Context: an optimization exercise on an open-source flow, tuned for small area. The choices shown serve that exercise and are no tape-out recipe. The RTL was checked by simulation tests, not by an equivalence proof against the original design. Power figures rest on the tool's default switching activity, not on a simulated workload.

Design lightcube8_top, start of the top module:
module lightcube8_top #(parameter FRAME_GEN_CLK_DIV = 14, parameter SCAN_CLK_DIV = 14)
(
    input wire clk,
    input wire resetn,
    input wire [15:0] switch,
    output wire [15:0] led,
    output wire [7 :0] num_csn,
    output wire [6 :0] num_a_g,
    input wire rx,
    output wire tx,
    output wire [7:0] high_csn,
    output wire [7:0] row,
    output wire [7:0] row_cs
);
    wire rst = ~resetn;
    assign led = switch;
    assign tx  = 1'b1;
    wire sel_uart   = switch[15:14] == 2'b11;
    wire sel_gen    = switch[15:14] == 2'b10;
    wire sel_static = ~switch[15];
    reg rx_delay;
    always @(posedge clk) rx_delay <= rst ? 1'b1 : rx;
    wire rx_neg_edge = ~rx & rx_delay;
    wire byte_valid;
    reg  rx_en;
    always @(posedge clk) begin
        if (rst)        rx_en <= 1'b0;
        else if (rx_en) rx_en <= ~byte_valid;
        else            rx_en <= rx_neg_edge;
    end
    reg [9:0] bcount;
    reg       flag_start_bit;
    wire sample1 = flag_start_bit && bcount == 10'b0100000010;
    wire sample2 = bcount == 10'b1011001100;
    always @(posedge clk) begin
        if (rx_en) begin
            if (sample1) begin
                bcount <= 0;
                flag_start_bit <= 1'b0;
            end else if (sample2) begin
                bcount <= 0;
            end else begin
                bcount <= {bcount[8:0], ~(bcount[9] ^ bcount[6])};
            end
        end else begin
            bcount <= 0;
            flag_start_bit <= 1'b1;
        end
    end
    wire rx_valid = sample1 | sample2;
    reg [3:0] rx_cnt;
    assign byte_valid = rx_valid && rx_cnt == 4'd9;
  ...
Size: about 1,800 cells after synthesis, ~29,000 um^2 of cells after synthesis.
==> flow/config.mk <==
export PLATFORM = sky130hd
export DESIGN_NAME = lightcube8_top
export DESIGN_NICKNAME = lightcube8_top
export VERILOG_FILES = /design/flow/design.v
export SDC_FILE = /design/flow/constraint.sdc
export NUM_CORES = 4
export LEC_CHECK = 0
export CAP_MARGIN = 40
export CORE_MARGIN = 2
export CORE_UTILIZATION = 60
export SLEW_MARGIN = 40
export SYNTH_MEMORY_MAX_BITS = 8192
==> flow/constraint.sdc <==
create_clock -name core_clock -period 10.0 [get_ports {clk}]
set_input_delay 2.0000 -clock core_clock [delete_from_list [all_inputs] [get_ports {clk}]]
set_output_delay 2.0000 -clock core_clock [all_outputs]
set_load 0.01 [all_outputs]
standard.sh (not shown) runs the stock make flow with config.mk's settings and CLKGATE_MAP_FILE= SYNTH_SCRIPT=/design/flow/synth_recipe.tcl, a recipe that flattens the netlist after the stock synthesis.
==> flow/flow/run.sh <==
#!/bin/bash
# Standard layout, with clock-tree synthesis told not to add dummy loads and
# the port buffers made of the smallest buffer cell.
set -euo pipefail
export CTS_ARGS="-sink_clustering_enable -repair_clock_nets -dont_use_dummy_load -buf_list sky130_fd_sc_hd__clkbuf_4 sky130_fd_sc_hd__clkbuf_8 -sink_clustering_size 16 -sink_clustering_max_diameter 50"
export BUFFER_PORTS_ARGS="-buffer_cell sky130_fd_sc_hd__buf_1"
bash standard.sh > standard_flow.log 2>&1
The baseline ended with an error in clock tree synthesis (4_1_cts) on STA-0564.
Rerun with:
==> flow/run.sh (new file) <==
#!/bin/bash
# synth_recipe.tcl (not shown) runs the flow's synth.tcl, then flattens the netlist and writes it again
# the make line also repeats each setting of config.mk as NAME=value (left out here)
make -C /OpenROAD-flow-scripts/flow DESIGN_CONFIG=/design/flow/config.mk WORK_HOME=/design/flow/orfs CLKGATE_MAP_FILE= SYNTH_SCRIPT=/design/flow/synth_recipe.tcl finish
Settings changed: CTS_BUF_LIST set to sky130_fd_sc_hd__clkbuf_8, CTS_CLUSTER_DIAMETER set to 60, CTS_CLUSTER_SIZE set to 20.
removed: flow/flow/run.sh
removed: flow/standard.sh
=> This time the run produced a clean layout; synthesized area stays the same; synthesized cell count is unchanged.
Rerun with:
==> flow/flow/run.sh (new file) <==
#!/bin/bash
# Standard layout, with clock-tree synthesis told not to add dummy loads and
# the port buffers made of the smallest buffer cell.
set -euo pipefail
export CTS_ARGS="-sink_clustering_enable -repair_clock_nets -dont_use_dummy_load -buf_list sky130_fd_sc_hd__clkbuf_8 -sink_clustering_size 22 -sink_clustering_max_diameter 45"
export BUFFER_PORTS_ARGS="-buffer_cell sky130_fd_sc_hd__buf_1"
bash standard.sh > standard_flow.log 2>&1
==> flow/standard.sh (new file) <==
#!/bin/bash
# synth_recipe.tcl (not shown) runs the flow's synth.tcl, then flattens the netlist and writes it again
# the make line also repeats each setting of config.mk as NAME=value (left out here)
make -C /OpenROAD-flow-scripts/flow DESIGN_CONFIG=/design/flow/config.mk WORK_HOME=/design/flow/orfs CLKGATE_MAP_FILE= SYNTH_SCRIPT=/design/flow/synth_recipe.tcl "${@:-finish}"
Settings changed: CORE_UTILIZATION 60 to 70, CTS_BUF_LIST sky130_fd_sc_hd__clkbuf_8 to not set, CTS_CLUSTER_DIAMETER 60 to not set, CTS_CLUSTER_SIZE 20 to not set, PLACE_DENSITY set to 0.85.
removed: flow/run.sh
What happened: Routed wire length increases by 12%. Register-to-register slack is worse by 0.11 ns. Cell count decreases by 4.2%. Clock skew increases by 0.060 ns. Synthesized area is unchanged. Via count increases by 1.6%. Design area decreases by 1.9%. Utilization increases by 9.6 points. Power decreases by 1.2%.
Rerun with:
--- a/flow/flow/run.sh
+++ b/flow/flow/run.sh
@@ -5 +5 @@
-export CTS_ARGS="-sink_clustering_enable -repair_clock_nets -dont_use_dummy_load -buf_list sky130_fd_sc_hd__clkbuf_8 -sink_clustering_size 22 -sink_clustering_max_diameter 45"
+export CTS_ARGS="-sink_clustering_enable -repair_clock_nets -dont_use_dummy_load -buf_list sky130_fd_sc_hd__clkbuf_4 -sink_clustering_size 12 -sink_clustering_max_diameter 40"
Settings changed: CORE_UTILIZATION 70 to 60, PLACE_DENSITY 0.85 to not set.
=>
- synthesized area does not change
- routed wire length is lower by roughly a tenth
- cell count is higher by a few percent
- final area hardly moves
- setup slack gains 0.28 ns
- non-clock buffer count is unchanged
- clock-buffer cell count is higher by 55
- critical path depth stays the same
- maximum frequency is higher by a few percent
- global-route usage is lower by 3.6 points

## separate check: timing with driven ports
Ports are ideal in the flow. The routed layouts listed here were re-timed in OpenROAD. Step 1 sets driving cells, clkbuf_16 on the clock port and buf_2 on the other inputs (assumed; they add their load-dependent delay and slew). Step 2 adds t to the input delays and takes it off the output delays; t is the mean of the earliest and latest rising clock arrival at the registers after step 1. Input paths then give back, and output paths get back, about the clock's delay inside the block. Three values: ideal ports, drivers, drivers and shift; two values: the first two.
run | shift t [ns] | slack for setup (ns) | worst data-port slew with drivers (ns)
the second run | 0.719 | 1.648 / 1.675 / 0.956 | 0.06
the third run | 0.666 | 1.945 / 1.977 / 1.311 | 0.06
the fourth run | 0.940 | 2.225 / 2.256 / 1.316 | 0.06
After both steps setup and hold are still met in every run listed. The setup slack of the fourth run, which loses most, moves by +0.031 ns with the drivers and by -0.909 ns with both steps.
